This design comes from an exercise in tuning for small area on the open sky130 flow, not from production work. Where RTL was checked, it was by simulation tests only, not by an equivalence proof against the original. Function not checked in runs 1 and 2: the RTL went through the layout flow alone. No activity file was given, so power comes from the tool's default toggle rates.

==> design.v <==
module scankeyboard_debounce(
	input              clk,
	input              rst_n,
	output reg  [4:1]  r,
	input       [4:1]  c,
	output      [3:0]  kcode,
	output             kev
	);
reg  [3:0] cnt;           
reg  [4:1] n1, n2, n3, n4;    
reg  [2:0] cls1, cls2;    
reg  [1:0] cls3;          
reg  [1:0] cls4;          
reg  [3:0] kf;            
reg  [3:0] kx;            
reg  [2:0] ch;            
wire [4:1] r_n = ~(4'b0001 << cnt[3:2]);
always @(posedge clk or negedge rst_n)
	if (!rst_n) begin
		cnt <= 4'd0;
		r <= 4'b1110;
	end else begin
		cnt <= cnt + 4'd1;
		r <= r_n;
	end
function [2:0] classify;
	input [4:1] p;    
	case (p)
	4'b0000: classify = 3'b000;
	4'b0001: classify = 3'b100;
	4'b0010: classify = 3'b101;
	4'b0100: classify = 3'b110;
	4'b1000: classify = 3'b111;
	default: classify = 3'b001;
	endcase
endfunction
wire [2:0] k1 = classify(~c & n1);
wire [2:0] k2 = classify(~c & n2);
wire [2:0] k3 = classify(~c & n3);
wire [2:0] k4 = classify(~c & n4);
always @(posedge clk or negedge rst_n)
	if (!rst_n) begin
		n1 <= 4'd0; n2 <= 4'd0; n3 <= 4'd0; n4 <= 4'd0;
		cls1 <= 3'd0; cls2 <= 3'd0; cls3 <= 2'd0; cls4 <= 2'd0;
	end else begin
		if (r_n[1] & ~r[1]) begin n1 <= ~c; cls1 <= k1; end
		if (r_n[2] & ~r[2]) begin n2 <= ~c; cls2 <= k2; end
		if (r_n[3] & ~r[3]) begin
			n3 <= ~c;
			cls3 <= k3[2] ? ((k3[1:0] == 2'd0) ? 2'd1 : 2'd2) : {k3[0], k3[0]};
		end
		if (r_n[4] & ~r[4]) begin
			n4 <= ~c;
			cls4 <= k4[2] ? 2'd1 : {k4[0], k4[0]};
		end
	end
always @(posedge clk or negedge rst_n)
	if (!rst_n)
		kf <= 4'b0000;
	else begin
		if (~r[1]) kf[0] <= (cls1 != 3'd0);
		if (~r[2]) kf[1] <= (cls2 != 3'd0);
		if (~r[3]) kf[2] <= (cls3 != 2'd0);
		if (~r[4]) kf[3] <= (cls4 != 2'd0);
	end
reg [3:0] kcode_n;
reg       hold;
always @(*) begin
	hold = 1'b0;
	kcode_n = 4'd15;
	case (kf)
	4'b0001: if (cls1[2]) kcode_n = {2'b00, cls1[1:0]}; else hold = 1'b1;
	4'b0010: if (cls2[2]) kcode_n = {2'b01, cls2[1:0]}; else hold = 1'b1;
	4'b0100: if (cls3 == 2'd1) kcode_n = 4'd8; else if (cls3 != 2'd2) hold = 1'b1;
	4'b1000: if (cls4 != 2'd1) hold = 1'b1;
	4'b0000: ;
	default: hold = 1'b1;
	endcase
end
always @(posedge clk or negedge rst_n)
	if (!rst_n) begin
		kx <= 4'd0;
		ch <= 3'b000;
	end else begin
		if (!hold) kx <= ~kcode_n;
		ch <= {ch[1:0], ~hold & (~kcode_n != kx)};
	end
assign kcode = ~kx;
assign kev = ch[2];
endmodule
module smart_pill_box_ctl(
	input              clk,
	input              rst_n,
	input      [3:0]   kcode,
	input              kev,
	output reg [1:0]   mode,
	output reg [1:0]   index,
	output reg [19:0]  xd,        
	output reg         xd_bl,
	output reg         xd_on,
	output reg [2:0]   rstate,    
	output reg         gstate,    
	output             alarm_ctl
	);
localparam [19:0] BLANK_H = {2'd3, 4'd15};
localparam [19:0] BLANK_M = {3'd7, 4'd15};
wire [8:0] kf = {9{kev}} & (9'd1 << kcode);    
reg  [2:0] change;
reg  [4:0] hour;
reg  [5:0] min, sec;
reg  [4:0] ah [0:8];
reg  [5:0] am [0:8];
reg  [5:0] as [0:8];
reg  [8:0] on, af;
reg  [1:0] abc;
reg  [9:0] t1s;
reg  [8:0] t500;
reg  [7:0] t250;
wire clk_1hz = (t1s == 10'd1000);
wire clk_2hz = (t500 == 9'd500);
wire clk_4hz = (t250 == 8'd250);
assign alarm_ctl = |af;
wire [3:0] aidx = {2'b00, index} + (mode == 2'd2 ? 4'd3 : mode == 2'd3 ? 4'd6 : 4'd0);
wire [4:0] sel_h  = ah[aidx];
wire [5:0] sel_m  = am[aidx];
wire [5:0] sel_s  = as[aidx];
wire       sel_on = on[aidx];
wire [8:0] asel = (mode == 2'd0) ? 9'd0 : (9'd1 << aidx);
wire time_mode = (mode == 2'd0);
wire chg0 = (change == 3'd0);
wire [1:0] mode_n = (kf[3] & chg0) ? mode + 2'd1 : mode;
wire to_time = (mode_n == 2'd0);
wire [4:0] src_h = to_time ? hour : sel_h;
wire [5:0] src_m = to_time ? min  : sel_m;
wire [5:0] src_s = to_time ? sec  : sel_s;
wire [5:0] fv   = (change == 3'd1) ? {1'b0, src_h} : (change == 3'd2) ? src_m : src_s;
wire [5:0] fmax = (change == 3'd1) ? 6'd23 : 6'd59;
wire [5:0] fnew = kf[1] ? ((fv == fmax) ? 6'd0 : fv + 6'd1)
                        : ((fv == 6'd0) ? fmax : fv - 6'd1);
wire kud = kf[1] | kf[2];
wire run1s = ~time_mode | chg0;
wire tick  = run1s & clk_1hz;
integer a;
always @(posedge clk or negedge rst_n)
	if (!rst_n) begin
		mode <= 2'd0; change <= 3'd0; index <= 2'd0;
		hour <= 5'd0; min <= 6'd0; sec <= 6'd0;
		on <= 9'd0;
		for (a = 0; a < 9; a = a + 1) begin
			ah[a] <= 5'd0; am[a] <= 6'd0; as[a] <= 6'd0;
		end
	end else begin
		mode <= mode_n;
		if (kf[0])
			change <= (change == (time_mode ? 3'd3 : 3'd4)) ? 3'd0 : change + 3'd1;
		if (time_mode | (kf[3] & chg0))
			index <= 2'd0;
		else if (kf[4] & chg0)
			index <= (index == 2'd2) ? 2'd0 : index + 2'd1;
		if (time_mode & kud) begin
			if (change == 3'd1) hour <= fnew[4:0];
			if (change == 3'd2) min  <= fnew;
			if (change == 3'd3) sec  <= fnew;
		end
		if (tick) begin
			if (sec == 6'd59) begin
				sec <= 6'd0;
				if (min == 6'd59) begin
					min <= 6'd0;
					hour <= (hour == 5'd23) ? 5'd0 : hour + 5'd1;
				end else
					min <= min + 6'd1;
			end else
				sec <= sec + 6'd1;
		end
		for (a = 0; a < 9; a = a + 1)
			if (asel[a] & kud) begin
				if (change == 3'd1) ah[a] <= fnew[4:0];
				if (change == 3'd2) am[a] <= fnew;
				if (change == 3'd3) as[a] <= fnew;
				if (change == 3'd4) on[a] <= ~on[a];
			end
	end
reg [8:0] match;
always @(*)
	for (a = 0; a < 9; a = a + 1)
		match[a] = (ah[a] == hour) & (am[a] == min) & (as[a] == sec);
wire t1s0 = (t1s == 10'd0) | clk_1hz;
wire [8:0] editing = asel & {9{~chg0}};
always @(posedge clk or negedge rst_n)
	if (!rst_n)
		af <= 9'd0;
	else
		af <= (af & ~{9{kf[5]}}) | (~af & ~editing & on & match & {9{t1s0}});
always @(posedge clk or negedge rst_n)
	if (!rst_n) begin
		t1s <= 10'd0; t500 <= 9'd0; t250 <= 8'd0;
	end else begin
		t1s  <= ~run1s ? 10'd0 : clk_1hz ? 10'd1 : t1s + 10'd1;
		t500 <= chg0 ? 9'd0 : clk_2hz ? 9'd1 : t500 + 9'd1;
		t250 <= ~(time_mode & alarm_ctl) ? 8'd0 : clk_4hz ? 8'd1 : t250 + 8'd1;
	end
always @(posedge clk or negedge rst_n)
	if (!rst_n)
		abc <= 2'd0;
	else if (kf[6])
		abc <= (abc == 2'd1) ? 2'd0 : 2'd1;
	else if (kf[7])
		abc <= (abc == 2'd2) ? 2'd0 : 2'd2;
	else if (kf[8])
		abc <= (abc == 2'd3) ? 2'd0 : 2'd3;
wire [2:0] r_tog = (rstate == 3'd0) ? 3'd4 : 3'd0;
always @(posedge clk or negedge rst_n)
	if (!rst_n) begin
		rstate <= 3'd0; gstate <= 1'b0;
	end else if (abc != 2'd0)
		rstate <= {1'b0, abc};
	else if (!chg0) begin
		case (mode)
		2'd1: begin gstate <= 1'b0; if (clk_2hz) rstate <= r_tog; end
		2'd2: begin rstate <= 3'd0; if (clk_2hz) gstate <= ~gstate; end
		2'd3: if (clk_2hz) begin gstate <= ~gstate; rstate <= gstate ? 3'd0 : 3'd4; end
		default: begin rstate <= 3'd0; gstate <= 1'b0; end
		endcase
	end else if (|af[2:0]) begin
		gstate <= 1'b0; if (clk_4hz) rstate <= r_tog;
	end else if (|af[5:3]) begin
		rstate <= 3'd0; if (clk_4hz) gstate <= ~gstate;
	end else if (|af[8:6]) begin
		if (clk_4hz) begin gstate <= ~gstate; rstate <= gstate ? 3'd0 : 3'd4; end
	end else begin
		rstate <= 3'd0; gstate <= 1'b0;
	end
function [5:0] bcd_h;   
	input [4:0] v;
	begin
		if (v >= 5'd20)      bcd_h = {2'd2, v[3:0] - 4'd4};
		else if (v >= 5'd10) bcd_h = {2'd1, v[3:0] - 4'd10};
		else                 bcd_h = {2'd0, v[3:0]};
	end
endfunction
function [6:0] bcd_ms;  
	input [5:0] v;
	begin
		if (v >= 6'd50)      bcd_ms = {3'd5, v[3:0] - 4'd2};
		else if (v >= 6'd40) bcd_ms = {3'd4, v[3:0] - 4'd8};
		else if (v >= 6'd30) bcd_ms = {3'd3, v[3:0] - 4'd14};
		else if (v >= 6'd20) bcd_ms = {3'd2, v[3:0] - 4'd4};
		else if (v >= 6'd10) bcd_ms = {3'd1, v[3:0] - 4'd10};
		else                 bcd_ms = {3'd0, v[3:0]};
	end
endfunction
wire [5:0] bh = bcd_h(src_h);
wire [6:0] bm = bcd_ms(src_m);
wire [6:0] bs = bcd_ms(src_s);
wire [5:0] xh = xd[19:14];
wire [6:0] xm = xd[13:7];
wire [6:0] xs = xd[6:0];
wire hbl = (xh == BLANK_H[5:0]);
wire mbl = (xm == BLANK_M[6:0]);
wire sbl = (xs == BLANK_M[6:0]);
always @(posedge clk or negedge rst_n)
	if (!rst_n) begin
		xd <= 20'd0; xd_bl <= 1'b0; xd_on <= 1'b0;
	end else if (time_mode & ~to_time) begin
		xd <= {2'd0, 4'd15, BLANK_M[6:0], BLANK_M[6:0]};
		xd_bl <= 1'b1;
	end else begin
		case (change)
		3'd0: begin xd <= {bh, bm, bs}; xd_bl <= 1'b0; xd_on <= sel_on; end
		3'd1: begin
			xd[13:0] <= {bm, bs}; xd_bl <= 1'b0; xd_on <= sel_on;
			if (clk_2hz) xd[19:14] <= hbl ? bh : BLANK_H[5:0];
		end
		3'd2: begin
			xd[19:14] <= bh; xd[6:0] <= bs; xd_bl <= 1'b0; xd_on <= sel_on;
			if (clk_2hz) xd[13:7] <= mbl ? bm : BLANK_M[6:0];
		end
		3'd3: begin
			xd[19:7] <= {bh, bm}; xd_bl <= 1'b0; xd_on <= sel_on;
			if (clk_2hz) xd[6:0] <= sbl ? bs : BLANK_M[6:0];
		end
		3'd4: begin
			xd <= {bh, bm, bs};
			if (clk_2hz) begin
				xd_bl <= ~xd_bl; xd_on <= sel_on;
			end
		end
		default: ;
		endcase
	end
endmodule
module lattic(
	input              clk,
	input              rst_n,
	input      [2:0]   rstate,
	input              gstate,
	input              alarm_ctl,
	output     [7:0]   row,
	output reg [7:0]   r_col,
	output     [7:0]   g_col,
	output             beep
	);
reg [3:0] tc;
reg [2:0] cnt;
always @(posedge clk or negedge rst_n)
	if (!rst_n) begin
		tc <= 4'd0; cnt <= 3'd0;
	end else if (tc == 4'd8) begin
		tc <= 4'd0; cnt <= cnt + 3'd1;
	end else
		tc <= tc + 4'd1;
assign beep = ~(cnt[1] & alarm_ctl);
assign row = 8'd1 << cnt;
reg [7:0] heart;
always @(*)
	case (cnt)
	3'd1: heart = 8'h3c;
	3'd2: heart = 8'h18;
	3'd3: heart = 8'h24;
	3'd4, 3'd5, 3'd6: heart = 8'h3c;
	default: heart = 8'h00;
	endcase
assign g_col = ~(gstate ? heart : 8'h00);
always @(*)
	case (rstate)
	3'd1:
		case (cnt)
		3'd1: r_col = ~8'h18;
		3'd2: r_col = ~8'h24;
		3'd3, 3'd5, 3'd6: r_col = ~8'h42;
		3'd4: r_col = ~8'h7e;
		default: r_col = ~8'h00;
		endcase
	3'd2:
		case (cnt)
		3'd0: r_col = ~8'h00;
		3'd1, 3'd4, 3'd7: r_col = ~8'h1c;
		default: r_col = ~8'h24;
		endcase
	3'd3:
		case (cnt)
		3'd1, 3'd6: r_col = ~8'h1c;
		3'd2, 3'd5: r_col = ~8'h22;
		3'd3, 3'd4: r_col = ~8'h02;
		default: r_col = ~8'h00;
		endcase
	3'd4: r_col = ~heart;
	default: r_col = ~8'h00;
	endcase
endmodule
module lcd1602_driver(
	input              clk,
	input              rst_n,
	input      [127:0] codes,
	output reg         lcd_rs,
	output             lcd_rw,
	output reg         lcd_en,
	output reg [7:0]   lcd_data
	);
assign lcd_rw = 1'b0;
localparam INIT = 2'd0, CHECK = 2'd1, REFRESH = 2'd2;
localparam S0 = 3'd0, S1 = 3'd1, S2 = 3'd2, S3 = 3'd3, S4 = 3'd4, S5 = 3'd5;
localparam [127:0] SP = {4'd0, 4'd0, 4'd0, 4'd0, 4'd15, 4'd7, 4'd0, 4'd15,
                         4'd7, 4'd0, 4'd15, 4'd3, 4'd0, 4'd0, 4'd0, 4'd0,
                         4'd0, 4'd0, 4'd0, 4'd0, 4'd0, 4'd3, 4'd0, 4'd0,
                         4'd0, 4'd0, 4'd0, 4'd0, 4'd0, 4'd0, 4'd0, 4'd0};
function [7:0] digit;
	input [3:0] v;
	digit = (v >= 4'd10) ? " " : "0" + {4'd0, v};
endfunction
function [7:0] to_char;
	input [4:0] pos;
	input [3:0] c;
	case (pos)
	5'd1:  to_char = c[0] ? "s" : " ";
	5'd2:  to_char = c[0] ? "m" : " ";
	5'd3:  to_char = c[0] ? "a" : " ";
	5'd4:  to_char = c[0] ? "r" : " ";
	5'd5:  to_char = c[1] ? "t" : c[0] ? "b" : " ";
	5'd6:  to_char = c[0] ? "o" : " ";
	5'd7:  to_char = c[1] ? "p" : c[0] ? "x" : " ";
	5'd8:  to_char = c[2] ? "i" : (c[1:0] == 2'd0) ? " " : "0" + {6'd0, c[1:0]};
	5'd9:  to_char = c[1] ? "l" : c[0] ? ":" : " ";
	5'd10: to_char = c[2] ? "l" : (c[1:0] == 2'd3) ? " " : "1" + {6'd0, c[1:0]};
	5'd12: to_char = c[0] ? "b" : " ";
	5'd13: to_char = c[0] ? "o" : " ";
	5'd14: to_char = c[0] ? "x" : " ";
	5'd20: to_char = (c[1:0] == 2'd3) ? " " : "0" + {6'd0, c[1:0]};
	5'd21, 5'd24, 5'd27: to_char = digit(c);
	5'd23, 5'd26: to_char = (c[2:0] >= 3'd6) ? " " : "0" + {5'd0, c[2:0]};
	5'd22, 5'd25: to_char = c[0] ? ":" : " ";
	5'd29: to_char = c[0] ? "o" : " ";
	5'd30: to_char = c[1] ? "n" : c[0] ? "f" : " ";
	5'd31: to_char = c[0] ? "f" : " ";
	default: to_char = " ";
	endcase
endfunction
reg [1:0]   state_f;
reg [2:0]   state_s;
reg [4:0]   cnt;
reg [4:0]   refresh_pos;    
reg [4:0]   local_pos;
reg [127:0] cache;
wire [127:0] ncx = codes ^ SP;
reg [31:0] diff, first;
reg        found;
reg [4:0]  fpos;
integer p;
always @(*) begin
	fpos = 5'd0;
	found = 1'b0;
	for (p = 0; p < 32; p = p + 1) begin
		diff[p] = (cache[p*4 +: 4] != ncx[p*4 +: 4]);
		first[p] = diff[p] & ~found;
		found = found | diff[p];
		if (first[p]) fpos = fpos | p[4:0];
	end
end
reg [7:0] init_cmd;
always @(*)
	case (refresh_pos[2:0])
	3'd0: init_cmd = 8'h38;
	3'd1: init_cmd = 8'h0c;
	3'd2: init_cmd = 8'h06;
	3'd3: init_cmd = 8'h01;
	default: init_cmd = 8'h80;
	endcase
wire [3:0] rcode = cache[refresh_pos*4 +: 4] ^ SP[refresh_pos*4 +: 4];
wire [4:0] tlim = (state_s == S1 || state_s == S4) ? 5'd24 : 5'd10;
wire tdone = (cnt == tlim);
wire win = (cnt != 5'd0);           
wire init_run = (state_f == INIT) & (refresh_pos[2:0] < 3'd5);
wire busy = init_run | (state_f == REFRESH);
always @(posedge clk or negedge rst_n)
	if (!rst_n) begin
		lcd_rs <= 1'b0;
		lcd_en <= 1'b0;
		lcd_data <= 8'd0;
	end else if (busy & win) begin
		case (state_s)
		S0: begin
			lcd_rs <= 1'b0; lcd_en <= 1'b0;
			lcd_data <= init_run ? init_cmd
			                     : {1'b1, refresh_pos[4], 2'b00, refresh_pos[3:0]};
		end
		S1, S4: lcd_en <= 1'b1;
		S3: begin
			lcd_rs <= 1'b1; lcd_en <= 1'b0;
			lcd_data <= to_char(refresh_pos, rcode);
		end
		default: lcd_en <= 1'b0;
		endcase
	end
always @(posedge clk or negedge rst_n)
	if (!rst_n) begin
		state_f <= INIT;
		state_s <= S0;
		cnt <= 5'd1;
		refresh_pos <= 5'd0;
		local_pos <= 5'd0;
		cache <= 128'd0;
	end else begin
		case (state_f)
		INIT:
			if (init_run) begin
				cnt <= tdone ? 5'd0 : cnt + 5'd1;
				if (tdone)
					case (state_s)
					S0: state_s <= S1;
					S1: state_s <= S2;
					default: begin state_s <= S0; refresh_pos <= refresh_pos + 5'd1; end
					endcase
			end else
				state_f <= CHECK;
		CHECK:
			if (found) begin
				refresh_pos <= fpos;
				state_f <= REFRESH;
				state_s <= (local_pos == fpos) ? S3 : S0;
				for (p = 0; p < 32; p = p + 1)
					if (first[p]) cache[p*4 +: 4] <= ncx[p*4 +: 4];
			end
		default: begin
			cnt <= tdone ? 5'd0 : cnt + 5'd1;
			if (tdone) begin
				if (state_s == S5) begin
					state_s <= S0; state_f <= CHECK;
					local_pos <= refresh_pos + 5'd1;
				end else
					state_s <= state_s + 3'd1;
			end
		end
		endcase
	end
endmodule
module lcd1602_display(
	input      [1:0]   mode,
	input      [1:0]   index,
	input      [19:0]  xd,
	input              xd_bl,
	input              xd_on,
	output reg [127:0] codes     
	);
wire T = (mode == 2'd0);
wire onf = ~T & ~xd_bl;
always @(*) begin
	codes = 128'd0;
	codes[1*4 +: 4] = {3'd0, T};
	codes[2*4 +: 4] = {3'd0, T};
	codes[3*4 +: 4] = {3'd0, T};
	codes[4*4 +: 4] = {3'd0, T};
	codes[5*4 +: 4] = {2'd0, T, ~T};
	codes[6*4 +: 4] = {3'd0, ~T};
	codes[7*4 +: 4] = {2'd0, T, ~T};
	codes[8*4 +: 4] = {1'b0, T, mode};
	codes[9*4 +: 4] = {2'd0, T, ~T};
	codes[10*4 +: 4] = {1'b0, T, index};
	codes[12*4 +: 4] = {3'd0, T};
	codes[13*4 +: 4] = {3'd0, T};
	codes[14*4 +: 4] = {3'd0, T};
	codes[20*4 +: 4] = {2'd0, xd[19:18]};
	codes[21*4 +: 4] = xd[17:14];
	codes[22*4 +: 4] = 4'd1;
	codes[23*4 +: 4] = {1'b0, xd[13:11]};
	codes[24*4 +: 4] = xd[10:7];
	codes[25*4 +: 4] = 4'd1;
	codes[26*4 +: 4] = {1'b0, xd[6:4]};
	codes[27*4 +: 4] = xd[3:0];
	codes[29*4 +: 4] = {3'd0, onf};
	codes[30*4 +: 4] = {2'd0, onf & xd_on, onf & ~xd_on};
	codes[31*4 +: 4] = {3'd0, onf & ~xd_on};
end
endmodule
module smart_pill_box(
	input              clk,
	input              rst_n,
	input      [4:1]   c,
	output     [4:1]   r,
	output             lcd_rs,
	output             lcd_rw,
	output             lcd_en,
	output     [7:0]   lcd_data,
	output             beep,
	output     [7:0]   row,
	output     [7:0]   r_col,
	output     [7:0]   g_col
	);
wire [3:0]  kcode;
wire        kev;
wire [1:0]  mode, index;
wire [19:0] xd;
wire        xd_bl, xd_on;
wire [2:0]  rstate;
wire        gstate;
wire        alarm_ctl;
wire [127:0] codes;
scankeyboard_debounce scankeyboard_debounce_inst(
	.clk(clk), .rst_n(rst_n), .r(r), .c(c), .kcode(kcode), .kev(kev));
smart_pill_box_ctl smart_pill_box_ctl_inst(
	.clk(clk), .rst_n(rst_n), .kcode(kcode), .kev(kev),
	.mode(mode), .index(index), .xd(xd), .xd_bl(xd_bl), .xd_on(xd_on),
	.rstate(rstate), .gstate(gstate), .alarm_ctl(alarm_ctl));
lattic lattic_inst(
	.clk(clk), .rst_n(rst_n), .rstate(rstate), .gstate(gstate),
	.alarm_ctl(alarm_ctl), .row(row), .r_col(r_col), .g_col(g_col), .beep(beep));
lcd1602_display lcd1602_display_inst(
	.mode(mode), .index(index), .xd(xd), .xd_bl(xd_bl), .xd_on(xd_on),
	.codes(codes));
lcd1602_driver lcd1602_driver_inst(
	.clk(clk), .rst_n(rst_n), .codes(codes), .lcd_rs(lcd_rs), .lcd_rw(lcd_rw), .lcd_en(lcd_en),
	.lcd_data(lcd_data));
endmodule
==> run.sh <==
#!/bin/bash
# synth_recipe.tcl (not shown) runs the flow's synth.tcl, then flattens the netlist and writes it again
# the make line also repeats each setting of config.mk as NAME=value (left out here)
make -C /OpenROAD-flow-scripts/flow DESIGN_CONFIG=/design/flow/config.mk WORK_HOME=/design/flow/orfs CLKGATE_MAP_FILE= SYNTH_SCRIPT=/design/flow/synth_recipe.tcl finish
==> config.mk <==
export PLATFORM = sky130hd
export DESIGN_NAME = smart_pill_box
export DESIGN_NICKNAME = smart_pill_box
export VERILOG_FILES = /design/flow/design.v
export SDC_FILE = /design/flow/constraint.sdc
export NUM_CORES = 4
export LEC_CHECK = 0
export ABC_AREA = 1
export CAP_MARGIN = 20
export CORE_MARGIN = 2
export CORE_UTILIZATION = 50
export CTS_BUF_LIST = sky130_fd_sc_hd__clkbuf_16
export CTS_CLUSTER_DIAMETER = 100
export CTS_CLUSTER_SIZE = 30
export SLEW_MARGIN = 20
==> constraint.sdc <==
create_clock -name core_clock -period 12.0 [get_ports {clk}]
set_input_delay 2.4000 -clock core_clock [delete_from_list [all_inputs] [get_ports {clk}]]
set_output_delay 2.4000 -clock core_clock [all_outputs]
set_load 0.01 [all_outputs]
==> results.txt, run 1 <==
# TYPE chip_impl_metric gauge
chip_impl_metric{name="critPathArrivalTime",unit="ns"} 6.41
chip_impl_info{name="critical_path.endpoint_type",value="register"} 1
chip_impl_metric{name="vias",unit=""} 22370
chip_impl_metric{name="syn_avg_cell_area",unit="sq um"} 7.45
chip_impl_metric{name="vdd.ir_drop.worst",unit="mV"} 0.120
chip_impl_metric{name="grt_antenna_before_repair",unit=""} 1
chip_impl_info{name="synthTopCellsByArea",value="dfrtp_1 39%, nand2_1 11%, inv_1 7.0%, o21ai_0 6.8%, nor2_1 4.4%"} 1
chip_impl_metric{name="net-switching-power",unit="mW"} 0.562
chip_impl_info{name="cts_tree",value="yes"} 1
chip_impl_metric{name="die_area",unit="sq um"} 49400
chip_impl_metric{name="fmaxAchievable",unit="MHz"} 167
chip_impl_metric{name="worst_ep_required_time",unit="ns"} 12.44
chip_impl_metric{name="tritoncts.num_buffers",unit=""} 19
chip_impl_metric{name="critPathBufInv",unit=""} 5
chip_impl_metric{name="sw_frac_of_total",unit="%"} 25.3
chip_impl_metric{name="synth_cells",unit=""} 3195
chip_impl_metric{name="drt_first_pass_iters",unit=""} 6
chip_impl_metric{name="count_of_yosys_warnings_during_synthesis",unit=""} 8
chip_impl_info{name="critical_path.most_common_cell",value="nand2_1"} 1
chip_impl_metric{name="fin_tns_setup",unit="ns"} 0
chip_impl_metric{name="setup_viol",unit=""} 0
chip_impl_metric{name="vias_in_the_first_global_route",unit=""} 21399
chip_impl_metric{name="p_total",unit="mW"} 2.22
chip_impl_metric{name="report.final.hold_viol_count",unit=""} 0
chip_impl_metric{name="max-cap-violations",unit=""} 0
chip_impl_info{name="layout_commonest_cell",value="nand2_1"} 1
chip_impl_info{name="status",value="complete, no violations"} 1
chip_impl_metric{name="max-clock-path-buffers",unit=""} 3
chip_impl_info{name="cpMaxStageDelayCell",value="nand3_2"} 1
chip_impl_metric{name="clkLatencyLatePin",unit="ns"} 0.58
chip_impl_metric{name="share_of_synthesized_area_spent_on_multiplexers",unit="%"} 0.505
chip_impl_info{name="grt_setup_unrepaired",value="false"} 1
chip_impl_metric{name="synth_largest_type_area_fraction",unit="%"} 39.3
chip_impl_metric{name="grtUsageTotal",unit="%"} 32.7
chip_impl_metric{name="wire_per_inst",unit="um"} 21.4
chip_impl_metric{name="initial_core_util",unit="%"} 50.9
chip_impl_info{name="cts-root-buf",value="clkbuf_16"} 1
chip_impl_metric{name="place.detailed.hpwl",unit="um"} 59900
chip_impl_metric{name="maxSlewHeadroom",unit="%"} 31.5
chip_impl_metric{name="final_design_instance_area_without_fill",unit="sq um"} 25300
chip_impl_metric{name="nFillCells",unit=""} 4532
chip_impl_info{name="critPathTopFamily",value="simple AND/OR/NAND/NOR gates"} 1
chip_impl_metric{name="via_to_cell_ratio",unit=""} 5.89
chip_impl_metric{name="power-per-cell-area",unit="nW/um^2"} 87.9
chip_impl_metric{name="core",unit="sq um"} 46800
chip_impl_metric{name="wirelength",unit="um"} 81400
chip_impl_metric{name="synth-edff-count",unit=""} 0
chip_impl_metric{name="slowest_delay",unit="ns"} 0.77
chip_impl_metric{name="boundaryPins",unit=""} 46
chip_impl_metric{name="power_leakage",unit="nW"} 11.6
chip_impl_metric{name="synth-compound-area-share",unit="%"} 18.3
chip_impl_metric{name="seq_power_share",unit="%"} 58.6
chip_impl_metric{name="grt_first_pass_wirelength",unit="um"} 126000
chip_impl_metric{name="final_period_minus_worst_setup_slack",unit="ns"} 5.98
chip_impl_info{name="hold_class",value="register to register"} 1
chip_impl_metric{name="timing_max_transition_violations_final",unit=""} 0
chip_impl_metric{name="num-nets-final",unit=""} 3255
chip_impl_metric{name="first_iter_violations",unit=""} 2407
chip_impl_metric{name="slew_of_the_pin_with_the_lowest_slew_margin",unit="ns"} 1.03
chip_impl_metric{name="grt-ovfl-total",unit=""} 0
chip_impl_metric{name="yosys_register_bits",unit=""} 378
chip_impl_metric{name="final.setup_skew",unit="ns"} 0.0303
chip_impl_metric{name="netlist_area",unit="sq um"} 23800
chip_impl_metric{name="place_congestion",unit=""} 1.02
chip_impl_metric{name="post_synth_fa_ha_maj_area_fraction",unit="%"} 3.76
chip_impl_metric{name="final_layout_size_suffix_gt1_share",unit="%"} 4.71
chip_impl_metric{name="slack_of_the_worst_reg_to_reg_path",unit="ns"} 6.02
chip_impl_metric{name="holdBufCountCts",unit=""} 0
chip_impl_metric{name="ctsResizeCount",unit=""} 0
chip_impl_metric{name="io_buf_count",unit=""} 38
chip_impl_metric{name="post-route-drc-count",unit=""} 0
chip_impl_metric{name="seq_area_frac_synth",unit="%"} 39.8
chip_impl_metric{name="die_width",unit="um"} 222
chip_impl_info{name="ys.flop_type",value="dfrtp_1"} 1
chip_impl_metric{name="fp.dieH",unit="um"} 222
chip_impl_info{name="most_frequent_cells_in_the_layout",value="682 x nand2_1, 442 x inv_1, 374 x dfrtp_1"} 1
chip_impl_metric{name="rows",unit=""} 79
chip_impl_info{name="synth_top_family_by_area",value="simple AND/OR/NAND/NOR gates"} 1
chip_impl_metric{name="tritoncts_num_sinks",unit=""} 378
chip_impl_metric{name="area_growth",unit="%"} 6.12
chip_impl_metric{name="detailed_place.area",unit="sq um"} 24600
chip_impl_metric{name="relative_contribution_of_combinational_cells_to_total_power",unit="%"} 5.0
chip_impl_metric{name="synth.lib_cells_used.distinct",unit=""} 73
chip_impl_metric{name="count_of_antenna_violating_nets_left_after_detailed_routing",unit=""} 0
chip_impl_metric{name="intPower",unit="mW"} 1.66
chip_impl_metric{name="timing.final.crit_share",unit="%"} 49.8
chip_impl_info{name="yosys.area.top_type",value="dfrtp_1"} 1
chip_impl_metric{name="p_clk_share",unit="%"} 36.4
chip_impl_metric{name="grt_start_max_net_pins",unit=""} 169
chip_impl_metric{name="area_share_of_and_or_nand_nor_cells_after_synthesis",unit="%"} 23.7
chip_impl_metric{name="critical_path_fanout_max",unit=""} 30
chip_impl_metric{name="post_cts_buffers",unit=""} 0
chip_impl_info{name="worstSetupPathType",value="register to register"} 1
chip_impl_metric{name="post_synth_xor_area_fraction",unit="%"} 4.27
chip_impl_info{name="start_kind",value="register"} 1
chip_impl_metric{name="ys_async_sr_fraction",unit="%"} 100
chip_impl_metric{name="clock_h_tree_levels",unit=""} 1
chip_impl_metric{name="worst_setup_hold_path_clk_slew",unit="ns"} 0.12
## flip-flops by register name (all words and copies together) (netlist names), 6 cells and up
name and cells:
lcd1602_driver_inst.cache 46, lcd1602_driver_inst.lcd_data 8, smart_pill_box_ctl_inst.af 9, smart_pill_box_ctl_inst.ah 45, smart_pill_box_ctl_inst.am 54, smart_pill_box_ctl_inst.as 54, smart_pill_box_ctl_inst.min 6, smart_pill_box_ctl_inst.on 9
smart_pill_box_ctl_inst.sec 6, smart_pill_box_ctl_inst.t1s 10, smart_pill_box_ctl_inst.t250 8, smart_pill_box_ctl_inst.t500 9, smart_pill_box_ctl_inst.xd 20
## worst register-to-register path: stages, from the launching register on
cell and delay, ns:
dfrtp_1 0.49, inv_1 0.11, ha_1 0.23, ha_1 0.21, fa_1 0.52, nor2_1 0.28, nand2_1 0.40, inv_1 0.37
nand2_1 0.08, o21ai_1 0.08, nor2_1 0.07, nand2_1 0.11, o211ai_2 0.10, nand2_2 0.22, nand2_1 0.07, nand3_1 0.09
nand2_2 0.13, inv_1 0.08, ha_1 0.17, inv_1 0.05, a31oi_1 0.14, nand4_1 0.15, nand2_1 0.14, inv_1 0.07
nand2_1 0.07, nand3_2 0.77, mux2_2 0.64
## cell families (layout without fill, tap and decap cells)
family / Yosys count / after routing
fa+ha+maj: 71 / 71
simple gates: 1299 / 1299
buf+inv: 569 / 557
xor+xnor: 116 / 116
mux: 11 / 11
compound gates: 749 / 749
other cells: 2 / 8
flops: 378 / 378
## power by group through the flow
stage	Sequential (mW)	Combinational, mW	Clock, mW
2_1_floorplan	1.32	0.0554	0
5_1_grt	1.30	0.125	0.862
3_5_place_dp	1.33	0.112	0
6_report	1.30	0.110	0.808
4_1_cts	1.30	0.113	0.822
3_3_place_gp	1.33	0.111	0
## metrics by stage
stage | util, % | hold WS (ns) | setup slack [ns] | instances
after detailed placement | 52.7 | 0.342 | 6.22 | 3764
after CTS | 54.0 | 0.369 | 6.16 | 3795
final | 54.0 | 0.365 | 6.02 | 3796
after floorplan | - | 0.331 | 7.85 | 3200
after global placement | 52.7 | 0.338 | 6.33 | 3764
after global routing | 54.0 | 0.385 | 5.71 | 3795
## worst paths after layout
check / startpoint / end / cells past startpoint
max in group asynchronous: rst_n / smart_pill_box_ctl_inst.hour[0] / 3
worst max register to register: smart_pill_box_ctl_inst.mode[0] / smart_pill_box_ctl_inst.ah[0][4] / 26
worst max-delay path: smart_pill_box_ctl_inst.mode[0] / smart_pill_box_ctl_inst.ah[0][4] / 26
worst min-delay path: scankeyboard_debounce_inst.ch[0] / scankeyboard_debounce_inst.ch[1] / 0
worst min register to register: scankeyboard_debounce_inst.ch[0] / scankeyboard_debounce_inst.ch[1] / 0
min in group asynchronous: rst_n / lcd1602_driver_inst.cnt[1] / 1
## synthesized netlist by cell type, types with 4 or more instances
| library cell | count |
|---|---|
| buf_6 | 5 |
| nor2_4 | 7 |
| nor3_1 | 66 |
| dfstp_2 | 4 |
| xnor2_1 | 37 |
| mux2_2 | 8 |
| nand2_4 | 4 |
| nand2_2 | 16 |
| nor2_2 | 12 |
| xor2_1 | 79 |
| a21oi_1 | 142 |
| o21ai_0 | 323 |
| nand4_1 | 36 |
| inv_1 | 442 |
| a31oi_1 | 13 |
| nor3b_1 | 6 |
| dfrtp_1 | 374 |
| a2111oi_0 | 5 |
| inv_2 | 12 |
| o21bai_1 | 5 |
| clkinv_1 | 7 |
| a221oi_1 | 18 |
| o211ai_1 | 26 |
| o31ai_1 | 12 |
| nor4_1 | 29 |
| a211oi_1 | 10 |
| buf_2 | 22 |
| buf_4 | 22 |
| nand2_1 | 683 |
| o221ai_1 | 5 |
| nor2_1 | 276 |
| nand3_1 | 130 |
| o21ai_1 | 27 |
| or2_2 | 10 |
| nand3b_1 | 6 |
| ha_1 | 70 |
| o21a_1 | 10 |
| clkbuf_1 | 54 |
| o22ai_1 | 102 |
| buf_1 | 4 |
| o2111ai_1 | 14 |
## final cells by class
class | count | area [sq um] | area share [%]
Multi-Input combinational cell | 2253 | 12100 | 47.8
Clock inverter | 12 | 148 | 0.585
Sequential cell | 378 | 9460 | 37.5
Inverter | 462 | 1740 | 6.88
Timing Repair Buffer | 64 | 593 | 2.35
Antenna cell | 1 | 2.50 | 0.00991
Tap cell | 607 | 759 | 3.01
Clock buffer | 19 | 475 | 1.88
## per-layer routing
layer,track usage (%),vias up,wire (um)
met5,0,-,13
met4,12.1,2,3360
met3,5.51,178,6760
met2,52.1,940,36400
met1,44.9,10720,34800
li1,-,10530,-
==> inputs of run 2 (changes only) <==
==> flow/run.sh (new file) <==
#!/bin/bash
# Layout flow: the standard synthesis, then the combinational logic of
# that netlist is mapped again with a stronger ABC script (the registers,
# their names and cell types are kept as they are), then the standard
# layout from floorplan to finish on the new netlist.
set -euo pipefail
W=$(pwd)
F=$W/flow
R=$W/orfs/results/$FLOW_PLATFORM/smart_pill_box/base
LIB=$FLOW_HOME/platforms/sky130hd/lib/sky130_fd_sc_hd__tt_025C_1v80.lib

bash standard.sh synth > $W/synth.log 2>&1

cp $R/1_2_yosys.v $W/std_synth.v
# register cell types of the standard synthesis, kept as black boxes
FLOPS=$(grep -o 'sky130_fd_sc_hd__[a-z0-9_]*' $W/std_synth.v | sort -u | grep -E '__(df|sdf|edf|dl)' | tr '\n' ' ')
DONT_USE=$(sed -n '/DONT_USE_CELLS/,/^$/p' $FLOW_HOME/platforms/sky130hd/config.mk | tr -d '\\' | tr ' \t' '\n\n' | grep '^sky130' | sed 's/^/-dont_use /' | tr '\n' ' ')
cat > $W/remap.ys <<EOT
read_liberty -ignore_miss_func $LIB
read_verilog $W/std_synth.v
hierarchy -top $FLOW_TOP
setattr -mod -set keep_hierarchy 1 $FLOPS
flatten
opt_clean
tee -o $W/remap_before.txt stat -liberty $LIB
abc -liberty $LIB $DONT_USE -script $F/remap.abc
opt_clean -purge
splitnets
opt_clean -purge
hilomap -singleton -hicell sky130_fd_sc_hd__conb_1 HI -locell sky130_fd_sc_hd__conb_1 LO
insbuf -buf sky130_fd_sc_hd__buf_4 A X
select $FLOW_TOP
tee -o $W/remap_after.txt stat -liberty $LIB
write_verilog -noattr -nohex -nodec -selected $W/remapped.v
EOT
yosys -s $W/remap.ys > $W/remap.log 2>&1

cp $W/remapped.v $R/1_2_yosys.v
rm -f $R/1_synth.odb $R/1_synth.sdc
bash standard.sh finish > $W/finish.log 2>&1
==> flow/remap.abc (new file) <==
strash
&get -n
&fraig -x
&put
scorr
dc2
strash
&get -n
&dch -f
&nf -a -R 1000
&put
strash
&get -n
&dch -f
&nf -a -R 1000
&put
==> standard.sh (new file) <==
#!/bin/bash
# synth_recipe.tcl (not shown) runs the flow's synth.tcl, then flattens the netlist and writes it again
# the make line also repeats each setting of config.mk as NAME=value (left out here)
make -C /OpenROAD-flow-scripts/flow DESIGN_CONFIG=/design/flow/config.mk WORK_HOME=/design/flow/orfs CLKGATE_MAP_FILE= SYNTH_SCRIPT=/design/flow/synth_recipe.tcl "${@:-finish}"
--- a/config.mk
+++ b/config.mk
@@ -10,6 +10,6 @@
 export CORE_MARGIN = 2
 export CORE_UTILIZATION = 50
-export CTS_BUF_LIST = sky130_fd_sc_hd__clkbuf_16
-export CTS_CLUSTER_DIAMETER = 100
-export CTS_CLUSTER_SIZE = 30
+export CTS_BUF_LIST = sky130_fd_sc_hd__clkbuf_8
+export CTS_CLUSTER_DIAMETER = 60
+export CTS_CLUSTER_SIZE = 16
 export SLEW_MARGIN = 20
removed: run.sh
==> run 2 against run 1 <==
Largest power group unchanged. Synthesized cell count is 27% lower. Die area is 13% lower. Non-clock buffer count is 21 higher. Via count is 12% lower. Wire length is 5.4% lower. Critical endpoint is now smart_pill_box_ctl_inst.min[2]. Sequential cell count stayed put. Largest cell class unchanged. Fmax is 0.18% higher. Hold slack worse by 0.0018 ns.
==> results.txt, run 2 <==
# TYPE chip_impl_metric gauge
chip_impl_info{name="status",value="complete, no violations"} 1
chip_impl_metric{name="slew_of_the_pin_with_the_lowest_slew_margin",unit="ns"} 1.06
chip_impl_metric{name="clock_h_tree_levels",unit=""} 2
chip_impl_metric{name="maxSlewHeadroom",unit="%"} 29.3
chip_impl_metric{name="grt_antenna_before_repair",unit=""} 0
chip_impl_metric{name="report.final.hold_viol_count",unit=""} 0
chip_impl_info{name="setup.worst_path.start",value="smart_pill_box_ctl_inst.change[2]"} 1
chip_impl_metric{name="slack_of_the_worst_reg_to_reg_path",unit="ns"} 6.04
chip_impl_metric{name="critical_path_fanout_max",unit=""} 30
chip_impl_metric{name="die_width",unit="um"} 207
chip_impl_metric{name="final_period_minus_worst_setup_slack",unit="ns"} 5.96
chip_impl_metric{name="core",unit="sq um"} 40700
chip_impl_metric{name="clkLatencyLatePin",unit="ns"} 0.67
chip_impl_info{name="most_frequent_cells_in_the_layout",value="374 x dfrtp_1, 312 x nand2_1, 278 x nor2_1"} 1
chip_impl_metric{name="ctsResizeCount",unit=""} 0
chip_impl_metric{name="final_layout_size_suffix_gt1_share",unit="%"} 4.93
chip_impl_metric{name="fmaxAchievable",unit="MHz"} 168
chip_impl_metric{name="synth_cells",unit=""} 2340
chip_impl_metric{name="sw_frac_of_total",unit="%"} 29.8
chip_impl_metric{name="first_iter_violations",unit=""} 2798
chip_impl_metric{name="holdBufCountCts",unit=""} 0
chip_impl_metric{name="num-nets-final",unit=""} 2455
chip_impl_metric{name="syn_avg_cell_area",unit="sq um"} 8.80
chip_impl_metric{name="place.detailed.hpwl",unit="um"} 55600
chip_impl_metric{name="fraction_of_the_core_area_covered_by_cells_at_the_end_of_the_flow",unit="%"} 55.8
chip_impl_metric{name="max-cap-violations",unit=""} 0
chip_impl_metric{name="antenna_cells",unit=""} 0
chip_impl_metric{name="final.setup_skew",unit="ns"} 0.0619
chip_impl_metric{name="fp.dieH",unit="um"} 207
chip_impl_info{name="critical_path.endpoint_type",value="register"} 1
chip_impl_metric{name="critPathArrivalTime",unit="ns"} 6.50
chip_impl_metric{name="grt_start_max_net_pins",unit=""} 83
chip_impl_metric{name="boundaryPins",unit=""} 46
chip_impl_info{name="reg_top3",value="smart_pill_box_ctl_inst.am: 54 flops, smart_pill_box_ctl_inst.as: 54 flops, lcd1602_driver_inst.cache: 46 flops"} 1
chip_impl_metric{name="seq_power_share",unit="%"} 53.4
chip_impl_metric{name="io_buf_count",unit=""} 38
chip_impl_metric{name="timing_max_transition_violations_final",unit=""} 0
chip_impl_metric{name="timing.final.crit_share",unit="%"} 49.7
chip_impl_metric{name="net-switching-power",unit="mW"} 0.744
chip_impl_metric{name="die_area",unit="sq um"} 42800
chip_impl_info{name="r2r-end",value="smart_pill_box_ctl_inst.min[2]"} 1
chip_impl_metric{name="via_to_cell_ratio",unit=""} 6.54
chip_impl_info{name="cts_tree",value="yes"} 1
chip_impl_metric{name="intPower",unit="mW"} 1.76
chip_impl_metric{name="tritoncts.num_buffers",unit=""} 39
chip_impl_metric{name="post-route-drc-count",unit=""} 0
chip_impl_metric{name="grtUsageTotal",unit="%"} 36.2
chip_impl_metric{name="netlist_area",unit="sq um"} 20600
chip_impl_info{name="grt_setup_unrepaired",value="false"} 1
chip_impl_metric{name="fin_tns_setup",unit="ns"} 0
chip_impl_metric{name="vias",unit=""} 19679
chip_impl_metric{name="power_leakage",unit="nW"} 9.85
chip_impl_metric{name="wirelength",unit="um"} 77000
chip_impl_metric{name="tritoncts_num_sinks",unit=""} 378
chip_impl_metric{name="place_congestion",unit=""} 1.02
chip_impl_metric{name="vias_in_the_first_global_route",unit=""} 18513
chip_impl_metric{name="area_growth",unit="%"} 10.4
chip_impl_info{name="crit_end",value="smart_pill_box_ctl_inst.min[2]"} 1
chip_impl_metric{name="max-clock-path-buffers",unit=""} 3
chip_impl_metric{name="worstRegToRegCells",unit=""} 19
chip_impl_info{name="start_kind",value="register"} 1
chip_impl_metric{name="grt_first_pass_wirelength",unit="um"} 116000
chip_impl_metric{name="power-per-cell-area",unit="nW/um^2"} 110
chip_impl_metric{name="worst_ep_required_time",unit="ns"} 12.53
chip_impl_metric{name="count_of_yosys_warnings_during_synthesis",unit=""} 8
chip_impl_metric{name="initial_core_util",unit="%"} 50.5
chip_impl_metric{name="post_cts_buffers",unit=""} 0
chip_impl_metric{name="relative_contribution_of_combinational_cells_to_total_power",unit="%"} 9.7
chip_impl_metric{name="worst_setup_hold_path_clk_slew",unit="ns"} 0.10
chip_impl_metric{name="vdd.ir_drop.worst",unit="mV"} 0.110
chip_impl_info{name="hold_class",value="register to register"} 1
chip_impl_metric{name="rows",unit=""} 74
chip_impl_metric{name="wire_per_inst",unit="um"} 25.6
chip_impl_info{name="worstSetupPathType",value="register to register"} 1
chip_impl_info{name="cts-root-buf",value="clkbuf_8"} 1
chip_impl_metric{name="grt-ovfl-total",unit=""} 0
chip_impl_metric{name="p_clk_share",unit="%"} 36.9
chip_impl_metric{name="setup_viol",unit=""} 0
chip_impl_metric{name="p_total",unit="mW"} 2.50
chip_impl_metric{name="count_of_antenna_violating_nets_left_after_detailed_routing",unit=""} 0
chip_impl_info{name="layout_commonest_cell",value="dfrtp_1"} 1
chip_impl_metric{name="drt_first_pass_iters",unit=""} 14
chip_impl_info{name="rr_startpoint",value="smart_pill_box_ctl_inst.change[2]"} 1
-- run 2: layer usage --
layer | up-vias | global-route usage, % | share of wire (%)
met5 | - | 0 | 0
met4 | 0 | 14.9 | 4.5
met3 | 218 | 9.81 | 11
met2 | 1091 | 51.7 | 42
met1 | 9544 | 51.8 | 43
li1 | 8826 | - | -
-- run 2: metrics by stage --
| stage | setup slack, ns | hold WS [ns] | area [sq um] | instances |
|---|---|---|---|---|
| finish | 6.04 | 0.364 | 22700 | 3009 |
| global route | 5.51 | 0.385 | 22700 | 3009 |
| CTS | 6.20 | 0.366 | 22700 | 3009 |
| detailed placement | 6.25 | 0.336 | 21900 | 2940 |
| global placement | 6.34 | 0.335 | 21900 | 2940 |
| floorplan | 5.38 | 0.331 | 20600 | 2345 |
-- run 2: final cells by class --
type	count	area, sq um
Clock buffer	43	592
Clock inverter	26	250
Fill cell	3798	18000
Inverter	77	289
Multi-Input combinational cell	1868	10700
Sequential cell	378	9460
Tap cell	532	666
Timing Repair Buffer	85	746
-- run 2: worst min-delay path by stage --
stage               cells past startpoint                              from                               end
finish                                  0  scankeyboard_debounce_inst.ch[0]  scankeyboard_debounce_inst.ch[1]
global route                            0  scankeyboard_debounce_inst.ch[0]  scankeyboard_debounce_inst.ch[1]
CTS                                     0  scankeyboard_debounce_inst.ch[0]  scankeyboard_debounce_inst.ch[1]
floorplan                               0  scankeyboard_debounce_inst.ch[0]  scankeyboard_debounce_inst.ch[1]
detailed placement                      0  scankeyboard_debounce_inst.ch[0]  scankeyboard_debounce_inst.ch[1]
global placement                        0  scankeyboard_debounce_inst.ch[0]  scankeyboard_debounce_inst.ch[1]
-- run 2: power groups by stage --
stage / combinational [mW] / clock [mW] / sequential (mW)
after floorplan: 0.131 / 0 / 1.35
after global placement: 0.232 / 0 / 1.36
after detailed placement: 0.239 / 0 / 1.36
after CTS: 0.239 / 0.936 / 1.34
after global routing: 0.266 / 0.988 / 1.34
final: 0.242 / 0.923 / 1.34
-- run 2: worst max-delay path: stages (launching register included) --
cell and delay [ns]:
dfrtp_1 0.59, or3_1 0.69, nor3_1 0.54, nand2_1 0.13, xor2_1 0.20, clkinv_1 0.11
nor2_1 0.11, buf_4 0.31, a21oi_1 0.15, a21oi_1 0.70, o21ai_0 0.28, o21ai_0 0.29
nand4_1 0.23, nor3_1 0.34, a21oi_1 0.10, a32oi_2 0.16, buf_4 0.44, nor2_1 0.10
a211oi_1 0.23, a211oi_1 0.08
==> inputs of run 3 (changes only) <==
--- a/design.v
+++ b/design.v
@@ -114,10 +114,16 @@
 reg  [8:0] on, af;
 reg  [1:0] abc;
+localparam [9:0] T1_END = 10'h081;
+localparam [8:0] T2_END = 9'h087;
+localparam [7:0] T4_END = 8'ha8;
 reg  [9:0] t1s;
 reg  [8:0] t500;
 reg  [7:0] t250;
-wire clk_1hz = (t1s == 10'd1000);
-wire clk_2hz = (t500 == 9'd500);
-wire clk_4hz = (t250 == 8'd250);
+wire clk_1hz = (t1s == T1_END);
+wire clk_2hz = (t500 == T2_END);
+wire clk_4hz = (t250 == T4_END);
+wire [9:0] t1s_nx  = {t1s[8:0], ~(t1s[2] ^ t1s[9])};
+wire [8:0] t500_nx = {t500[7:0], ~(t500[3] ^ t500[8])};
+wire [7:0] t250_nx = {t250[6:0], ~(t250[0] ^ t250[1] ^ t250[6] ^ t250[7])};
 assign alarm_ctl = |af;
 wire [3:0] aidx = {2'b00, index} + (mode == 2'd2 ? 4'd3 : mode == 2'd3 ? 4'd6 : 4'd0);
@@ -197,7 +203,7 @@
 		t1s <= 10'd0; t500 <= 9'd0; t250 <= 8'd0;
 	end else begin
-		t1s  <= ~run1s ? 10'd0 : clk_1hz ? 10'd1 : t1s + 10'd1;
-		t500 <= chg0 ? 9'd0 : clk_2hz ? 9'd1 : t500 + 9'd1;
-		t250 <= ~(time_mode & alarm_ctl) ? 8'd0 : clk_4hz ? 8'd1 : t250 + 8'd1;
+		t1s  <= ~run1s ? 10'd0 : clk_1hz ? 10'd1 : t1s_nx;
+		t500 <= chg0 ? 9'd0 : clk_2hz ? 9'd1 : t500_nx;
+		t250 <= ~(time_mode & alarm_ctl) ? 8'd0 : clk_4hz ? 8'd1 : t250_nx;
 	end
 always @(posedge clk or negedge rst_n)
@@ -307,8 +313,8 @@
 	if (!rst_n) begin
 		tc <= 4'd0; cnt <= 3'd0;
-	end else if (tc == 4'd8) begin
+	end else if (tc == 4'd6) begin        
 		tc <= 4'd0; cnt <= cnt + 3'd1;
 	end else
-		tc <= tc + 4'd1;
+		tc <= {tc[2:0], ~(tc[0] ^ tc[3])};
 assign beep = ~(cnt[1] & alarm_ctl);
 assign row = 8'd1 << cnt;
@@ -400,6 +406,6 @@
 reg [2:0]   state_s;
 reg [4:0]   cnt;
-reg [4:0]   refresh_pos;    
-reg [4:0]   local_pos;
+reg [4:0]   refresh_pos;
+wire [4:0]  local_pos = refresh_pos + 5'd1;
 reg [127:0] cache;
 wire [127:0] ncx = codes ^ SP;
@@ -421,15 +427,17 @@
 always @(*)
 	case (refresh_pos[2:0])
-	3'd0: init_cmd = 8'h38;
-	3'd1: init_cmd = 8'h0c;
-	3'd2: init_cmd = 8'h06;
-	3'd3: init_cmd = 8'h01;
+	3'd2: init_cmd = 8'h38;    
+	3'd3: init_cmd = 8'h0c;
+	3'd4: init_cmd = 8'h06;
+	3'd5: init_cmd = 8'h01;
 	default: init_cmd = 8'h80;
 	endcase
 wire [3:0] rcode = cache[refresh_pos*4 +: 4] ^ SP[refresh_pos*4 +: 4];
-wire [4:0] tlim = (state_s == S1 || state_s == S4) ? 5'd24 : 5'd10;
+localparam [4:0] T10 = 5'd13, T24 = 5'd9;
+wire [4:0] cnt_nx = {cnt[3:0], ~(cnt[1] ^ cnt[4])};
+wire [4:0] tlim = (state_s == S1 || state_s == S4) ? T24 : T10;
 wire tdone = (cnt == tlim);
 wire win = (cnt != 5'd0);           
-wire init_run = (state_f == INIT) & (refresh_pos[2:0] < 3'd5);
+wire init_run = (state_f == INIT) & (refresh_pos != 5'd31);
 wire busy = init_run | (state_f == REFRESH);
 always @(posedge clk or negedge rst_n)
@@ -458,6 +466,5 @@
 		state_s <= S0;
 		cnt <= 5'd1;
-		refresh_pos <= 5'd0;
-		local_pos <= 5'd0;
+		refresh_pos <= 5'd26;
 		cache <= 128'd0;
 	end else begin
@@ -465,5 +472,5 @@
 		INIT:
 			if (init_run) begin
-				cnt <= tdone ? 5'd0 : cnt + 5'd1;
+				cnt <= tdone ? 5'd0 : cnt_nx;
 				if (tdone)
 					case (state_s)
@@ -483,9 +490,8 @@
 			end
 		default: begin
-			cnt <= tdone ? 5'd0 : cnt + 5'd1;
+			cnt <= tdone ? 5'd0 : cnt_nx;
 			if (tdone) begin
 				if (state_s == S5) begin
 					state_s <= S0; state_f <= CHECK;
-					local_pos <= refresh_pos + 5'd1;
 				end else
 					state_s <= state_s + 3'd1;
--- a/flow/remap.abc
+++ b/flow/remap.abc
@@ -2,7 +2,6 @@
 &get -n
 &fraig -x
+&deepsyn -T 60
 &put
-scorr
-dc2
 strash
 &get -n
--- a/config.mk
+++ b/config.mk
@@ -13,3 +13,4 @@
 export CTS_CLUSTER_DIAMETER = 60
 export CTS_CLUSTER_SIZE = 16
+export GPL_TIMING_DRIVEN = 0
 export SLEW_MARGIN = 20
==> run 3 against run 2 <==
Clock skew shrank 0.032 ns. Total power decreased by 7.4%. First-iteration DRC count fell by 14%. Clock-buffer cell count shrank 3. Cell count decreased by 5.8%. Register-to-register slack got worse by 0.97 ns. Worst setup slack got worse by 0.97 ns. Largest cell class unchanged.
==> results.txt, run 3 <==
# TYPE chip_impl_metric gauge
chip_impl_info{name="status",value="complete, no violations"} 1
chip_impl_metric{name="clock_h_tree_levels",unit=""} 2
chip_impl_metric{name="critical_path_fanout_max",unit=""} 23
chip_impl_metric{name="fmaxAchievable",unit="MHz"} 144
chip_impl_metric{name="placedCellCount",unit=""} 2768
chip_impl_metric{name="final_layout_size_suffix_gt1_share",unit="%"} 5.75
chip_impl_metric{name="slowest_delay",unit="ns"} 1.05
chip_impl_metric{name="grtUsageTotal",unit="%"} 33.0
chip_impl_metric{name="dpl_worst_slack",unit="ns"} 5.32
chip_impl_info{name="hold_class",value="register to register"} 1
chip_impl_metric{name="fp.dieH",unit="um"} 202
chip_impl_metric{name="timing.final.crit_share",unit="%"} 57.8
chip_impl_info{name="start_kind",value="register"} 1
chip_impl_metric{name="post_cts_buffers",unit=""} 0
chip_impl_metric{name="place_congestion",unit=""} 1.00
chip_impl_metric{name="report.final.hold_viol_count",unit=""} 0
chip_impl_metric{name="grt_antenna_before_repair",unit=""} 1
chip_impl_metric{name="power_leakage",unit="nW"} 9.44
chip_impl_metric{name="holdBufCountCts",unit=""} 0
chip_impl_metric{name="die_width",unit="um"} 202
chip_impl_metric{name="tritoncts.num_buffers",unit=""} 37
chip_impl_metric{name="netlist_area",unit="sq um"} 19600
chip_impl_info{name="r2r-end",value="smart_pill_box_ctl_inst.hour[4]"} 1
chip_impl_metric{name="grt_first_pass_wirelength",unit="um"} 104000
chip_impl_metric{name="io_buf_count",unit=""} 38
chip_impl_info{name="layout_commonest_cell",value="dfrtp_1"} 1
chip_impl_metric{name="clkLatencyLatePin",unit="ns"} 0.64
chip_impl_metric{name="timing_max_transition_violations_final",unit=""} 0
chip_impl_metric{name="vias_in_the_first_global_route",unit=""} 17526
chip_impl_metric{name="slack_of_the_critical_path",unit="ns"} 5.06
chip_impl_metric{name="finished_layout_cells",unit=""} 2833
chip_impl_metric{name="worst_setup_hold_path_clk_slew",unit="ns"} 0.10
chip_impl_metric{name="slew_of_the_pin_with_the_lowest_slew_margin",unit="ns"} 1.13
chip_impl_metric{name="vias",unit=""} 18369
chip_impl_metric{name="final_period_minus_worst_setup_slack",unit="ns"} 6.94
chip_impl_info{name="crit_path_cells",value="or3_1 > nor4_1 > nand2_1 > a22o_1 > or2_1 > buf_6 > o21ai_0 > clkinv_1 > o221ai_1 > nand2_1 > nor2_1 > or2_0 > a21oi_1 > a21oi_4 > buf_16 > o22a_1 > o31ai_1"} 1
chip_impl_metric{name="die_area",unit="sq um"} 40800
chip_impl_metric{name="max-clock-path-buffers",unit=""} 3
chip_impl_metric{name="wirelength",unit="um"} 67100
chip_impl_info{name="worstSetupPathType",value="register to register"} 1
chip_impl_metric{name="power-per-cell-area",unit="nW/um^2"} 106
chip_impl_metric{name="wire_per_inst",unit="um"} 23.7
chip_impl_metric{name="rows",unit=""} 72
chip_impl_metric{name="ctsResizeCount",unit=""} 0
chip_impl_metric{name="tritoncts_num_sinks",unit=""} 373
chip_impl_metric{name="fin_tns_setup",unit="ns"} 0
chip_impl_info{name="min-delay-start",value="scankeyboard_debounce_inst.ch[1]"} 1
chip_impl_info{name="grt_setup_unrepaired",value="false"} 1
chip_impl_metric{name="place.detailed.hpwl",unit="um"} 47900
chip_impl_info{name="reg_top3",value="smart_pill_box_ctl_inst.am: 54 flops, smart_pill_box_ctl_inst.as: 54 flops, lcd1602_driver_inst.cache: 46 flops"} 1
chip_impl_info{name="cts-root-buf",value="clkbuf_8"} 1
chip_impl_metric{name="count_of_antenna_violating_nets_left_after_detailed_routing",unit=""} 0
chip_impl_metric{name="post-route-drc-count",unit=""} 0
chip_impl_info{name="rr_startpoint",value="smart_pill_box_ctl_inst.change[1]"} 1
chip_impl_metric{name="count_of_yosys_warnings_during_synthesis",unit=""} 8
chip_impl_info{name="whs_endpoint",value="scankeyboard_debounce_inst.ch[2]"} 1
chip_impl_metric{name="worstRegToRegCells",unit=""} 17
chip_impl_metric{name="grt_start_max_net_pins",unit=""} 97
chip_impl_metric{name="drt_first_pass_iters",unit=""} 10
chip_impl_metric{name="worstHoldPathCells",unit=""} 0
chip_impl_metric{name="area_growth",unit="%"} 11.8
chip_impl_metric{name="final.setup_skew",unit="ns"} 0.0303
chip_impl_metric{name="boundaryPins",unit=""} 46
chip_impl_metric{name="num-nets-final",unit=""} 2295
chip_impl_metric{name="antenna_cells",unit=""} 0
chip_impl_info{name="cts_tree",value="yes"} 1
chip_impl_metric{name="first_iter_violations",unit=""} 2408
chip_impl_metric{name="worst_ep_required_time",unit="ns"} 12.50
chip_impl_metric{name="syn_avg_cell_area",unit="sq um"} 8.96
chip_impl_metric{name="synth_cells",unit=""} 2187
chip_impl_metric{name="initial_core_util",unit="%"} 50.7
chip_impl_info{name="most_frequent_cells_in_the_layout",value="366 x dfrtp_1, 274 x nand2_1, 242 x nor2_1"} 1
chip_impl_metric{name="setup_viol",unit=""} 0
chip_impl_info{name="cpMaxStageDelayCell",value="nor4_1"} 1
chip_impl_metric{name="grt-ovfl-total",unit=""} 0
chip_impl_metric{name="maxSlewHeadroom",unit="%"} 24.0
chip_impl_metric{name="slack_of_the_worst_reg_to_reg_path",unit="ns"} 5.06
chip_impl_metric{name="critPathArrivalTime",unit="ns"} 7.43
chip_impl_metric{name="via_to_cell_ratio",unit=""} 6.48
chip_impl_metric{name="core",unit="sq um"} 38600
chip_impl_metric{name="max-cap-violations",unit=""} 0
chip_impl_info{name="critical_path.most_common_cell",value="nand2_1"} 1
chip_impl_metric{name="nFillCells",unit=""} 3485
chip_impl_info{name="critical_path.endpoint_type",value="register"} 1
chip_impl_metric{name="vdd.ir_drop.worst",unit="mV"} 0.0897
==> run 3: cell count changes in the layout (fill, tap and decap cells not counted), moves of 16 or more <==
cell	previous run	this run
nor2_1	278	242
nand2_1	312	274
o22ai_1	41	58
buf_4	45	24
nor3_1	61	33
xnor2_1	98	65
o21ai_0	210	194
==> run 3: worst max-delay path, delay by kind of cell, from the launching register on <==
family | cells | cell delay [ns]
AO/OA/AOI/OAI | 7 | 2.25
flip-flops | 1 | 0.58
AND/OR/NAND/NOR | 7 | 3.14
buffers and inverters | 3 | 0.81
==> run 3: stage by stage <==
step / power (mW) / hold WS (ns) / instance area (sq um) / utilization [%]
after global routing: 2.40 / 0.367 / 21900 / 56.7
final: 2.32 / 0.358 / 21900 / 56.7
after detailed placement: 1.48 / 0.338 / 21100 / 54.7
after CTS: 2.34 / 0.361 / 21900 / 56.7
after global placement: 1.45 / 0.334 / 20600 / 53.4
after floorplan: 1.36 / 0.331 / 19600 / -
==> run 3: cell type report <==
class	instances	area (sq um)	share of cell area (%)
multi-input combinational	1709	9910	45.2
sequential	373	9340	42.6
timing repair buffer	58	751	3.43
tap	518	648	2.96
clock buffer	40	551	2.51
inverter	88	330	1.51
clock inverter	25	223	1.02
buffer	22	165	0.754
==> run 3: worst max path at each step <==
stage	slack, ns	end	cells after the start	start
3_5_place_dp	5.32	smart_pill_box_ctl_inst.hour[4]	17	smart_pill_box_ctl_inst.change[1]
4_1_cts	5.28	smart_pill_box_ctl_inst.hour[4]	17	smart_pill_box_ctl_inst.change[1]
5_1_grt	4.77	smart_pill_box_ctl_inst.hour[4]	17	smart_pill_box_ctl_inst.change[1]
2_1_floorplan	6.09	smart_pill_box_ctl_inst.hour[4]	11	smart_pill_box_ctl_inst.change[1]
3_3_place_gp	-7.85	smart_pill_box_ctl_inst.am[5][2]	1	rst_n
6_report	5.06	smart_pill_box_ctl_inst.hour[4]	17	smart_pill_box_ctl_inst.change[1]
==> run 3: report_power, final <==
group          internal, mW  leakage (nW)  total (mW)  switching [mW]
clock network         0.354         0.425       0.861           0.507
registers              1.27          5.06        1.29          0.0223
logic                0.0499          3.95       0.164           0.114
==> run 3: per-layer routing <==
metal | share of wire (%) | vias to the layer above | GRT usage (%)
met4 | 5.6 | 2 | 16.5
met2 | 44 | 1023 | 50.7
met1 | 40 | 8781 | 43.5
met5 | 0.019 | - | 0.119
li1 | - | 8277 | -
met3 | 10 | 286 | 8.40

-- what the ideal ports hide --
The results above use ideal ports. As a check the final layouts listed here were re-extracted and re-timed, cells and wires unchanged.
Step 1 sets driving cells, clkbuf_16 on the clock port and buf_2 on the other inputs (assumed; they add their load-dependent delay and slew).
Step 2, shift: input delay + t, output delay - t, t = (earliest + latest rising clock arrival at the registers) / 2. This alone moves slack from input paths to output paths.
Three values: no drivers, after step 1, after step 2; two values: the first two.
run	shift t [ns]	setup slack, ns	hold slack, ns	worst data-port slew with drivers (ns)
run 1	0.623	6.025 / 6.025 / 6.025	0.365 / 0.365 / 0.365	0.05
run 2	0.695	6.035 / 6.035 / 6.035	0.364 / 0.364 / 0.364	0.05
run 3	0.681	5.064 / 5.064 / 5.064	0.358 / 0.358 / 0.358	0.05
After both steps setup and hold are still met in every run listed.
